Background: an optimization exercise with open tools, aiming at small area, a short achievable clock period and few clock cycles per item. Do not read the settings as production practice. Where RTL was checked, it was by simulation tests only, not by an equivalence proof against the original. Function not checked in run 2: the RTL went through the layout flow alone.

==> design.v <==
`timescale 1ns / 1ps
module float_sq_mul (clk, rst, start, float_in_sq, float_in_mul, float_out, ready);
input wire start;
input wire clk;
input wire rst;
input wire [31:0] float_in_sq;
input wire [31:0] float_in_mul;
output reg [31:0] float_out;
output reg ready;
wire signed [7:0] E_sq, E_mul;
wire signed [7:0] E_sq2;
reg signed [7:0] E;
wire [22:0] M_in_sq, M_in_mul, M_sq_trunc, M_mul_trunc;
reg [22:0] M_sq_done, M;
reg [47:0] M_mul, M_sq, M_sq_of;
reg [2:0] state;
localparam IDLE_SQ = 3'b000,
           OVERLOWSQ = 3'b001,
           ROUNDSQ = 3'b010,
           MUL = 3'b011,
           OVERFLOWMUL = 3'b100,
           ROUNDMUL = 3'b101,
           FINISH = 3'b110;
assign E_sq = float_in_sq[30:23] - 127;
assign E_mul = float_in_mul[30:23] - 127;
assign E_sq2 = E_sq << 1;
assign M_in_sq = float_in_sq[22:0];
assign M_in_mul = float_in_mul[22:0];
assign M_sq_trunc = M_sq[22:0];
assign M_mul_trunc = M_mul[22:0];
always @(posedge clk)
    if(rst == 1'b1) begin
        float_out <= 32'b0;
        E <= 8'b0;
        M_sq_done <= 23'b0;
        M <= 23'b0;
        M_mul <= 48'b0;
        M_sq <= 48'b0;
        M_sq_of <= 48'b0;
        ready <= 1'b0;
        state <= IDLE_SQ;
    end else begin
        case(state)
            IDLE_SQ: begin
                ready <= 1'b0;
                if (start == 1'b1) begin
                    M_sq <= ({1'b1, M_in_sq} * {1'b1, M_in_sq});
                    state <= OVERLOWSQ;
                end else
                    state <= IDLE_SQ;
            end
            OVERLOWSQ: begin
                if (M_sq[47] == 1'b1) begin
                    M_sq_of <= (M_sq >> 1);
                    E <= E_sq2 + E_mul + 1;
                end else begin
                    M_sq_of <= M_sq;
                    E <= E_sq2 + E_mul;
                end
                state <= ROUNDSQ;
            end
            ROUNDSQ: begin
                if(M_sq_trunc[22] == 1'b1)
                    M_sq_done <= M_sq_of[45:23] + 1;
                else
                    M_sq_done <= M_sq_of[45:23];
                state <= MUL;
            end
            MUL: begin
                M_mul <= ({1'b1, M_sq_done} * {1'b1, M_in_mul});
                state <= OVERFLOWMUL;
            end
            OVERFLOWMUL: begin
                if (M_mul[47] == 1'b1) begin
                    M_mul <= (M_mul >> 1);
                    E <= E + 1;
                end else begin
                    M_mul <= M_mul;
                    E <= E;
                end
                state <= ROUNDMUL;
            end
            ROUNDMUL: begin
                if(M_mul_trunc[22] == 1'b1)
                    M <= M_mul[45:23] + 1;
                else
                    M <= M_mul[45:23];
                state <= FINISH;
            end
            FINISH: begin
                float_out[30:0] <= {(E + 127), M};
                float_out[31] <= 0;
                ready <= 1'b1;
                state <= IDLE_SQ;
            end
        endcase
    end
endmodule
`timescale 1ns / 1ps
module float_sub_1d5 (clk, rst, start, float_in, float_out, ready);
input wire start;
input wire clk;
input wire rst;
input wire [31:0] float_in;
output reg [31:0] float_out;
output reg ready;
wire [1:0] E_in;
wire [7:0] E;
reg [23 +3:0] M_in, M_sub, M_ov;
reg [23:0] M_rd;
wire E_ov;
reg [2:0] state;
wire [22:0] M;
localparam IDLE = 3'b000,
           SUBTRACTION = 3'b001,
           OVERFLOW = 3'b010,
           ROUNDING = 3'b011,
           FINISH = 3'b100;
assign E_in = float_in[24:23];
assign M = float_in[22:0];
assign E_ov = (M_sub[23+3] == 1'b0) ? 1'b0 : 1'b1;
assign E = {7'b011_1111, E_ov};
always @(posedge clk)
    if(rst == 1'b1) begin
        float_out <= 32'b0;
        M_in <= 27'b0;
        M_sub <= 27'b0;
        M_ov <= 27'b0;
        M_rd <= 24'b0;
        ready <= 1'b0;
        state <= IDLE;
    end else begin
        case(state)
            IDLE: begin
                ready <= 0;
                if (start == 1'b1) begin
                    if (E_in == 2'b10)
                        M_in <= (({1'b1, M, 3'b000}) >> 1);
                    else if (E_in == 2'b01)
                        M_in <= (({1'b1, M, 3'b000}) >> 2);
                    else
                        M_in <= {1'b1, M, 3'b000};
                    state <= SUBTRACTION;
                end else begin
                    state <= IDLE;
                end
            end
            SUBTRACTION: begin
                M_sub <= ({1'b1, 23'h40_0000, 3'b000}) - M_in;
                state <= OVERFLOW;
            end
            OVERFLOW: begin
                if (M_sub[23+3] == 1'b0)
                    M_ov <= M_sub << 1;
                else
                    M_ov <= M_sub;
                state <= ROUNDING;
            end
            ROUNDING: begin
                if (M_ov[3-1] == 1'b1)
                    M_rd <= M_ov[23+3:3] + 1;
                else
                    M_rd <= M_ov[23+3:3];
                state <= FINISH;
            end
            FINISH: begin
                float_out[30:0] <= {E, M_rd[22:0]};
                float_out[31] <= 0;
                ready <= 1'b1;
                state <= IDLE;
            end
        endcase
    end
endmodule
`timescale 1ns / 1ps
module float_mul (clk, rst, start, float_in_1, float_in_2, float_out, ready);
input wire start;
input wire clk;
input wire rst;
input wire [31:0] float_in_1;
input wire [31:0] float_in_2;
output reg [31:0] float_out;
output reg ready;
wire signed [7:0] E1, E2;
reg signed [7:0] E;
wire [22:0] M1, M2, M_trunc;
reg [22:0] M;
reg [47:0] M_mul;
reg [1:0] state;
localparam IDLE_MUL = 2'b00,
           OVERFLOW = 2'b01,
           ROUNDING = 2'b10,
           FINISH = 2'b11;
assign E1 = float_in_1[30:23] - 127;
assign E2 = float_in_2[30:23] - 127;
assign M1 = float_in_1[22:0];
assign M2 = float_in_2[22:0];
assign M_trunc = M_mul[22:0];
always @ (posedge clk)
    if(rst == 1'b1) begin
        float_out <= 32'b0;
        ready <= 1'b0;
        state <= IDLE_MUL;
        E <= 8'b0;
        M <= 23'b0;
        M_mul <= 48'b0;
    end else begin
        case(state)
            IDLE_MUL: begin
                E <= E1 + E2;
                ready <= 1'b0;
                if (start == 1'b1) begin
                    M_mul <= ({1'b1, M1} * {1'b1, M2});
                    state <= OVERFLOW;
                end else begin
                    state <= IDLE_MUL;
                end
            end
            OVERFLOW: begin
                if (M_mul[47] == 1) begin
                    M_mul <= M_mul >> 1;
                    E <= E + 1;
                end else begin
                    M_mul <= M_mul;
                    E <= E;
                end
                state <= ROUNDING;
            end
            ROUNDING: begin
                if(M_trunc[22] == 1) begin
                    M <= M_mul[45:23] + 1;
                end else begin
                    M <= M_mul[45:23];
                end
                state <= FINISH;
            end
            FINISH: begin
                float_out[30:0] <= {(E + 127), M};
                float_out[31] <= 0;
                ready <= 1'b1;
                state <= IDLE_MUL;
            end
        endcase
    end
endmodule
`timescale 1ns / 1ps
module invsqrt (clk, rst, start, float_in, float_out, ready);
input wire start;
input wire clk;
input wire rst;
input wire [31:0] float_in;
output wire [31:0] float_out;
output reg ready;
wire [31:0] x2, y, mul_yyx2, sub_1d5_yyx2, fp;
wire [22:0] M_in;
wire [7:0] E_in_x2;
wire rdy_1, rdy_2, rdy_3;
wire [31:0] float_out_invsq;
wire error;
assign M_in = float_in[22:0];
assign E_in_x2 = float_in[30:23] - 1;
assign x2 = {1'b0, E_in_x2, M_in};
assign y = 32'h5f3759df - (float_in >> 1);
assign error = ((float_in == 32'b0) || (float_in[30:23] == 8'hFF) || (float_in[31] == 1'b1)) ? 1'b1 : 1'b0;
assign float_out = (error == 1'b0) ? float_out_invsq : 32'h7FFFFFFF;
float_sq_mul  multiply_yyx2     (clk, rst, start, y,        x2, mul_yyx2,                  rdy_1);
float_sub_1d5 subtract_1d5_yyx2 (clk, rst, rdy_1, mul_yyx2, sub_1d5_yyx2,                  rdy_2);
float_mul     multiply_y_sub    (clk, rst, rdy_2, y,        sub_1d5_yyx2, float_out_invsq, rdy_3);
always @(posedge clk)
    if(rst == 1'b1) begin
        ready <= 0;
    end else begin
        if (start == 1'b1) begin
            ready <= 0;
        end else if (rdy_3 == 1'b1) begin
            ready <= 1;
        end else begin
            ready <= ready;
        end
    end
endmodule
==> run.sh <==
#!/bin/bash
# synth_recipe.tcl (not shown) runs the flow's synth.tcl, then flattens the netlist and writes it again
# the make line also repeats each setting of config.mk as NAME=value (left out here)
make -C /OpenROAD-flow-scripts/flow DESIGN_CONFIG=/design/flow/config.mk WORK_HOME=/design/flow/orfs CLKGATE_MAP_FILE= SYNTH_SCRIPT=/design/flow/synth_recipe.tcl finish
==> config.mk <==
export PLATFORM = sky130hd
export DESIGN_NAME = invsqrt
export DESIGN_NICKNAME = invsqrt
export VERILOG_FILES = /design/flow/design.v
export SDC_FILE = /design/flow/constraint.sdc
export NUM_CORES = 4
export LEC_CHECK = 0
export CAP_MARGIN = 20
export CORE_MARGIN = 2
export CORE_UTILIZATION = 40
export SLEW_MARGIN = 20
==> constraint.sdc <==
create_clock -name core_clock -period 11.0 [get_ports {clk}]
set_input_delay 2.2000 -clock core_clock [delete_from_list [all_inputs] [get_ports {clk}]]
set_output_delay 2.2000 -clock core_clock [all_outputs]
set_load 0.01 [all_outputs]
==> results of run 1 <==
[cells in the final DEF (no fill, tap or decap), types with 15 or more instances in the layout]
cell type / instances
clkbuf_16: 44
clkdlybuf4s50_1: 59
dfxtp_1: 371
and3_1: 35
xnor2_1: 84
a211oi_1: 155
fa_1: 1386
nor2_1: 476
nand4_1: 32
nand3_1: 66
buf_12: 15
a21o_1: 58
a21oi_1: 241
xor2_1: 106
or3_1: 20
nor3_1: 37
o21ai_0: 139
or2_2: 43
nand2_1: 1154
and2_1: 312
buf_4: 449
a311oi_1: 28
nand2b_1: 64
nor2b_1: 56
inv_1: 1597
a221oi_1: 18
ha_1: 527
mux2i_1: 105
[metal layers]
layer / vias to the layer above / GRT usage / part of all wire
met1: 26200 / 0.296 / 0.43
met2: 1368 / 0.377 / 0.48
li1: 23700 / - / -
met5: - / 0 / 0.000085
met4: 4 / 0.0720 / 0.036
met3: 309 / 0.0310 / 0.058
[stage by stage]
stage | instance area (µm²) | hold slack, ns
6_report | 74900 | 0.409
3_5_place_dp | 73500 | 0.445
2_1_floorplan | 67700 | 0.432
5_1_grt | 74900 | 0.443
3_3_place_gp | 73500 | 0.441
4_1_cts | 74900 | 0.418
[cell type report]
class                   count  area share
multi-input cells        5338       0.707
flip-flops and latches    372      0.0994
inverters                1600      0.0802
repair buffers            532      0.0578
well taps                2218      0.0371
clock buffers              61      0.0162
clock inverters            14     0.00227
diodes                      4    0.000134
[path summary, 6_finish.rpt]
kind	startpoint	to	cells past startpoint
worst max-delay path	float_in[11]	multiply_yyx2.M_sq[47]	38
worst min-delay path	subtract_1d5_yyx2.M_rd[20]	subtract_1d5_yyx2.float_out[20]	2
worst max register to register	multiply_yyx2.M_sq_done[17]	multiply_yyx2.M_mul[34]	23
worst min register to register	subtract_1d5_yyx2.M_rd[20]	subtract_1d5_yyx2.float_out[20]	2
[worst max-delay path, delay by kind of cell]
kind,cells,cell delay [ns]
compound gates,8,1.48
xor+xnor,1,0.29
buf+inv,13,2.06
fa+ha+maj,8,3.75
simple gates,8,1.30
[state kept, by name (all words and copies together) (netlist names), 8 cells and up]
register	count
subtract_1d5_yyx2.M_in	26
subtract_1d5_yyx2.M_ov	24
subtract_1d5_yyx2.M_sub	26
multiply_yyx2.M_sq_of	23
subtract_1d5_yyx2.M_rd	23
multiply_yyx2.M_sq	26
multiply_y_sub.M_mul	26
multiply_y_sub.M	23
multiply_yyx2.float_out	25
multiply_yyx2.M_sq_done	23
multiply_y_sub.E	8
multiply_y_sub.float_out	31
subtract_1d5_yyx2.float_out	25
multiply_yyx2.M	23
multiply_yyx2.M_mul	26
[Yosys cell counts, types with 6 or more instances]
master	instances
inv_1	1597
fa_1	1386
nand2_1	1154
ha_1	528
nor2_1	477
clkbuf_1	373
dfxtp_1	372
and2_1	312
a21oi_1	242
a211oi_1	155
o21ai_0	139
xor2_1	114
mux2i_1	105
xnor2_1	92
nand3_1	66
nand2b_1	64
a21o_1	58
nor2b_1	57
or2_2	43
nor3_1	39
buf_1	38
and3_1	35
nand4_1	32
a311oi_1	28
or3_1	20
a221oi_1	18
a31oi_1	12
nor4_1	12
o211ai_1	12
or4_1	12
o21bai_1	11
nand3b_1	9
o31ai_1	9
a21boi_0	7
nor3b_1	7
a41oi_1	6
and4_1	6
o21a_1	6
[cell families after synthesis]
kind of cell	count (synthesis)	share of synthesized area
other	1	0.0000554
multiplexers	108	0.0160
adder cells (fa/ha/maj)	1914	0.507
AO/OA/AOI/OAI	746	0.0702
XOR/XNOR	206	0.0266
AND/OR/NAND/NOR	2363	0.158
flip-flops	372	0.110
buffers and inverters	2016	0.112
==> results.txt, run 1 <==
* Period utilization at 0.968
* Worst-Margin Slew at 1.14 ns
* Area leader, netlist: fa_1
* Tot GR Track Use at 0.224
* Post-CTS resize count at 0
* Post-synthesis average cell area at 8.76 µm²
* Area growth from synthesis to layout at 10.6%
* Number of flops mapped to enable cells by yosys at 0
* H-tree depth at 2
* Final ANT Viol Nets at 0
* Drt pass-1 iters at 5
* Rows at 151
* Die span in x at 415 µm
* PortBufs at 66
* Share of cells above drive strength 1 at 0.0793
* Seq cells post-synth at about 370
* Hold_buf cts at 0
* Initial antenna violation count at 6
* Relative slew slack at 0.237
* Critical path's largest stage delay at approximately 0.55 ns
* Inst Count DP at between 10000 and 15000
* Routed wire length at 187000 µm
* Number of global-route vias before repair at between 50000 and 60000
* Area occupied by multi-input gates at around 53000 µm²
* CTS Buf Count at between 40 and 50
* Yosys top cell area share at 0.410
* FF+latch area at about 7400 µm²
* Root Buffer: clkbuf_16
* Crit. End Element: register
* Clock transition at path regs at approximately 0.06 ns
* Achievable Freq at about 0.094 GHz
* Worst path slowest cell: clkdlybuf4s50_1
* DP Worst Slack at -0.0887 ns
* Max-cap violation count at 0
* Final hold violations at 0
* Fin util at 0.444
* Synth top area cells: fa_1 41%, dfxtp_1 11%, ha_1 9.8%
* YS warnings at 4
* Clock latency (worst-skew pair) at 0.62 ns
* Seq/Total Area, Yosys at 0.110
* # nets final at 9837
* Worst clock skew at 0.0724 ns
* Sink Count at roughly 370
* Main synth FF type: dfxtp_1
* Cell Area, Synth at 67700 µm²
* Setup TNS at 0 ns
* Worst Path Required at between 10 and 15 ns
* Setup ws final at between 0.3 and 0.4 ns
* R2R Setup Slk at ~2.8 ns
* CP Max Fanout at 6
* Min cycle time layout at 10.65 ns
* WL/cell at 18.5 µm
* Vias at about 52000
* Status: complete, no violations
* TritonCTS clock tree: yes
* Worst Path Arrival at 11.09 ns
* Setup Fix Bufs, Post-CTS at 0
* Synth Instances at 7726
* Vias/cell at a little over 5
* RSZ-0062 raised after global routing: false
* Max clock buf depth at 3
* Tightest Hold Check Type: reg -> reg
* Critical path class: in -> reg
* Net Count, Synth at 9675
* GPL Wtd Cong at ~0.93
* Critical Path Source Type: primary input
* Total global routing overflow at 0
* Pin count of the biggest net entering global routing at approximately 130
* Die Area at roughly 170000 µm²
* Core Area at ~170000 µm²
* # fillers at ~17000
* Remaining DRCs at 0
* Initial Utilization at 0.401
* DRT iter0 DRCs at 3001
* Final setup viols at 0
* Fin. max-slew vios at 0
* First-pass GRT wire length at 307000 µm
* Final cell count without fillers at approximately 10000
* Die H at just over 400 µm
* Distinct cells, synth at between 70 and 80
* DP HPWL at between 150000 and 200000 µm
* IO Pins at between 60 and 70
* Ys async rst share at 0
Testbench counts, summed over its fixed seeds: cycles 57,600, items 3,200.
==> run 2, diff against run 1 <==
==> design.v (replaced) <==
`timescale 1ns / 1ps
module invsqrt (clk, rst, start, float_in, float_out, ready);
input wire start;
input wire clk;
input wire rst;
input wire [31:0] float_in;
output wire [31:0] float_out;
output wire ready;
localparam IDLE = 2'd0,
           S1   = 2'd1,
           S2   = 2'd2,
           DONE = 2'd3;
reg  [1:0]  state;
reg  [47:22] P;
reg         n1;        
reg         e_ov;      
wire [31:0] y  = 32'h5f3759df - (float_in >> 1);
wire [7:0]  ye = y[30:23];
wire [7:0]  xe = float_in[30:23];
wire [22:0] sq_done = (P[47] ? P[46:24] : P[45:23]) + {22'd0, P[22]};
wire [22:0] m_rnd   = (P[47] ? P[46:24] : P[45:23]) + {22'd0, (P[47] ? P[23] : P[22])};
wire [7:0]  te = {ye - 8'd127, 1'b0} + (xe - 8'd128) + {7'd0, n1} + {7'd0, P[47]} + 8'd127;
wire [26:0] m_t = {1'b1, m_rnd, 3'b000};
wire [26:0] m_in = (te[1:0] == 2'b10) ? (m_t >> 1) :
                   (te[1:0] == 2'b01) ? (m_t >> 2) : m_t;
wire [26:0] m_sub = 27'h6000000 - m_in;
wire [26:0] m_ov  = m_sub[26] ? m_sub : (m_sub << 1);
wire [22:0] rd    = m_ov[25:3] + {22'd0, m_ov[2]};
wire [23:0] opa = (state == S1) ? {1'b1, sq_done} : {1'b1, y[22:0]};
wire [23:0] opb = (state == S1) ? {1'b1, float_in[22:0]} :
                  (state == S2) ? {1'b1, rd} : {1'b1, y[22:0]};
wire [47:0] prod = opa * opb;
always @(posedge clk) begin
    if (rst) begin
        state <= IDLE;
    end else if (start) begin
        state <= S1;
    end else begin
        case (state)
            S1:      state <= S2;
            S2:      state <= DONE;
            default: state <= state;
        endcase
    end
end
always @(posedge clk) begin
    if (start || state == S1 || state == S2)
        P <= prod[47:22];
    if (state == S1)
        n1 <= P[47];
    if (state == S2)
        e_ov <= m_sub[26];
end
assign ready = (state == DONE);
wire [7:0] oe = ye + {7'd0, e_ov} - 8'd1 + {7'd0, P[47]};
wire error = (float_in == 32'b0) || (float_in[30:23] == 8'hFF) || float_in[31];
assign float_out = error ? 32'h7FFFFFFF : {1'b0, oe, m_rnd};
endmodule
==> run 2 against run 1 <==
Effect of this change: now fails the layout checks on negative setup slack; worst hold slack better by 0.10 ns; critical path depth is 22 higher; via count fell by 56%; die area shrank 64%; register-to-register slack worse by 4.2 ns; synthesized cell count is 62% lower; global-route usage increased by 5.1 points; largest cell class unchanged; flip-flop and latch count fell by 342; area after synthesis decreased by 64%.
==> results.txt, run 2 <==
* Worst clock skew at between 0.01 and 0.015 ns
* Vias at 22600
* Final hold violations at 0
* Layout Check Fails: negative setup slack
* DP HPWL at approximately 72000 µm
* First-pass GRT wire length at ~130000 µm
* Clock latency (worst-skew pair) at 0.30 ns
* Commonest cells in the netlist: 573 x inv_1, 482 x fa_1, 455 x nand2_1
* Tightest Hold Check Type: reg -> reg
* DRT iter0 DRCs at about 1700
* Reg-to-Reg Start: P[47]
* Min cycle time layout at ~14 ns
* Worst Hold End: state[0]
* Worst Path Arrival at between 10 and 15 ns
* Number of flops mapped to enable cells by yosys at 28
* GPL Wtd Cong at around 0.96
* Max reg flops at 26
* IO Pins at between 60 and 70
* Setup TNS at -75.38 ns
* Sink Count at 30
* Critical path class: in -> reg
* CP Max Fanout at 6
* H-tree depth at 2
* Die span in x at roughly 250 µm
* Period utilization at 1.29
* Yosys top cell area share at 0.401
* Share of cells above drive strength 1 at 0.251
* Remaining DRCs at 0
* Root Buffer: clkbuf_16
* Distinct cells, synth at between 100 and 150
* Number of global-route vias before repair at around 24000
* WL/cell at just under 20 µm
* Compound-Gate Fraction of Synth Area at 0.0949
* Area growth from synthesis to layout at 30.3%
* Critical path's largest stage delay at 0.56 ns
* Initial Utilization at 0.406
* Area leader, netlist: fa_1
* Biggest regs: P x26, state x2
* Cell repeated most along the worst path: fa_1
* Setup ws final at -3.23 ns
* Seq/Total Area, Yosys at 0.0366
* R2R depth at 52
* Cell Area, Synth at 24100 µm²
* Synth Instances at 2904
* Placed cell area at around 30000 µm²
* Synth Area in XOR/XNOR at 0.0447
* Rows at a little under 90
* Worst path slowest cell: fa_2
* Met3 usage at 0.0440
* Tot GR Track Use at 0.275
* Hold_sp: state[0]
* Busiest grt layer: met2
* Fin. max-slew vios at 0
* Final ANT Viol Nets at 0
* Synth top area cells: fa_1 40%, ha_1 10%, inv_1 8.9%
* Post-route cell area at 31400 µm²
* Final setup viols at 26
* PortBufs at 66
* Worst Path Required at approximately 11 ns
* Most frequent cell after synthesis: inv_1
* Max-cap violation count at 0
* Ant. Diodes at 0
* Achievable Freq at between 0.07 and 0.08 GHz
* Crit. End Element: register
* Post-synthesis average cell area at just over 8 µm²
* Synth Area in Simple Gates at 0.186
* Largest family of logic cells by synthesized area: adder cells
* Met1 Usage GRT at 0.362
* Most flop-heavy register: P
* Critical Path Source Type: primary input
* Ys async rst share at 0
* DP Worst Slack at -4.41 ns
* Routed wire length at 84200 µm
* Clock transition at path regs at 0.07 ns
* Commonest non-fill, non-tap cell in the layout: buf_4
* Drt pass-1 iters at 5
* Net Count, Synth at approximately 3600
* Mux contribution to synthesized area at 0.0208
* Pin count of the biggest net entering global routing at between 70 and 80
* TritonCTS clock tree: yes
* Fin util at 0.529
* Worst Hold Depth at 2
* Hold_buf cts at 0
* R2R Setup Slk at -1.47 ns
* Status: complete, but fails checks
* Relative slew slack at 0.420
* Die Area at roughly 62000 µm²
* Max clock buf depth at 2
* Total global routing overflow at 0
* Worst-Margin Slew at ~0.87 ns
* M2 GR Usage at 0.461
* Vias/cell at approximately 5.3
* RSZ-0062 raised after global routing: true
* Seq cells post-synth at 30
* Core Area at 59200 µm²
* Main synth FF type: edfxtp_1
* R2R Path End: P[47]
* # nets final at 4181
* Initial antenna violation count at 0
* YS warnings at 1
* CTS Buf Count at 5
* Commonest cells after routing, fill and taps aside: 584 x buf_4, 564 x inv_1, 467 x fa_1, 441 x nand2_1, 223 x nor2_1
* Die H at ~250 µm
* Post-Synth Adder-Cell Area at 0.501
==> run 2: layout make-up <==
cell class              count  area (µm²)
well taps                 773         967
clock inverters             3        16.3
repair buffers            691        5700
fillers                  5479       27900
multi-input cells        2156       21500
clock buffers               5         125
flip-flops and latches     30         881
inverters                 587        2220
==> run 2: worst max-delay path by stage <==
stage | from | to | cells after the start
global placement | float_in[6] | P[47] | 62
finish | float_in[6] | P[47] | 60
floorplan | float_in[6] | P[47] | 64
global route | float_in[7] | P[40] | 62
CTS | float_in[6] | P[40] | 63
detailed placement | float_in[6] | P[47] | 62
==> run 2: critical path: cells and delay by family <==
family / cells / cell delay (ns)
AND/OR/NAND/NOR: 18 / 3.16
AO/OA/AOI/OAI: 15 / 2.80
XOR/XNOR: 3 / 0.46
buffers and inverters: 12 / 1.10
adder cells (fa/ha/maj): 11 / 4.29
multiplexers: 1 / 0.25
==> run 2: per-stage QoR <==
stage | hold slack (ns) | instances
6_report | 0.511 | 4245
5_1_grt | 0.561 | 4245
4_1_cts | 0.520 | 4222
3_5_place_dp | 0.513 | 4182
3_3_place_gp | 0.484 | 4182
2_1_floorplan | 0.464 | 2904
==> run 2: timing repair <==
item	CTS	global route
pin swaps	65	60
setup buffers	36	27
resized for setup	94	101
endpoints found under the setup margin	26	26
endpoints found under the hold margin	0	0
==> run 2: logic make-up (layout without fill, tap and decap cells) <==
logic type      Yosys count  in the layout
compound gates          331            331
xor+xnor                121            121
fa+ha+maj               675            675
buf+inv                 718           1286
flops                    30             30
mux                      45             45
other cells               1              1
simple gates            983            983
==> run 2: routing by layer <==
layer | wire, µm | up-vias
met5 | 0 | -
met4 | 3550 | 0
met3 | 6190 | 183
met2 | 39500 | 914
met1 | 35000 | 11300
li1 | - | 10200

-- what the ideal ports hide --
How much do the figures lean on ideal ports? The routed layouts below were timed once more, with nothing changed but the port constraints. Step 1: set_driving_cell puts a clkbuf_16 on clk and a buf_2 on each other input, an assumption about the parent block. Step 2 adds t to the input delays and takes it off the output delays; t is the mean of the earliest and latest rising clock arrival at the registers after step 1. Input paths then give back, and output paths get back, about the clock's delay inside the block. Slacks: no drivers / after step 1 / after step 2; pairs: no drivers / after step 1.
| run | t (ns) | setup slack, ns | worst data-port slew with drivers (ns) |
|---|---|---|---|
| run 1 | 0.652 | 0.347 / 0.396 / -0.256 | 0.11 |
| run 2 | 0.348 | -3.231 / -3.227 / -3.574 | 0.06 |
Met with ideal ports but missed after step 2: setup timing in run 1. For run 1, which loses most, drivers alone change the setup slack by +0.049 ns; drivers and shift together by -0.603 ns.
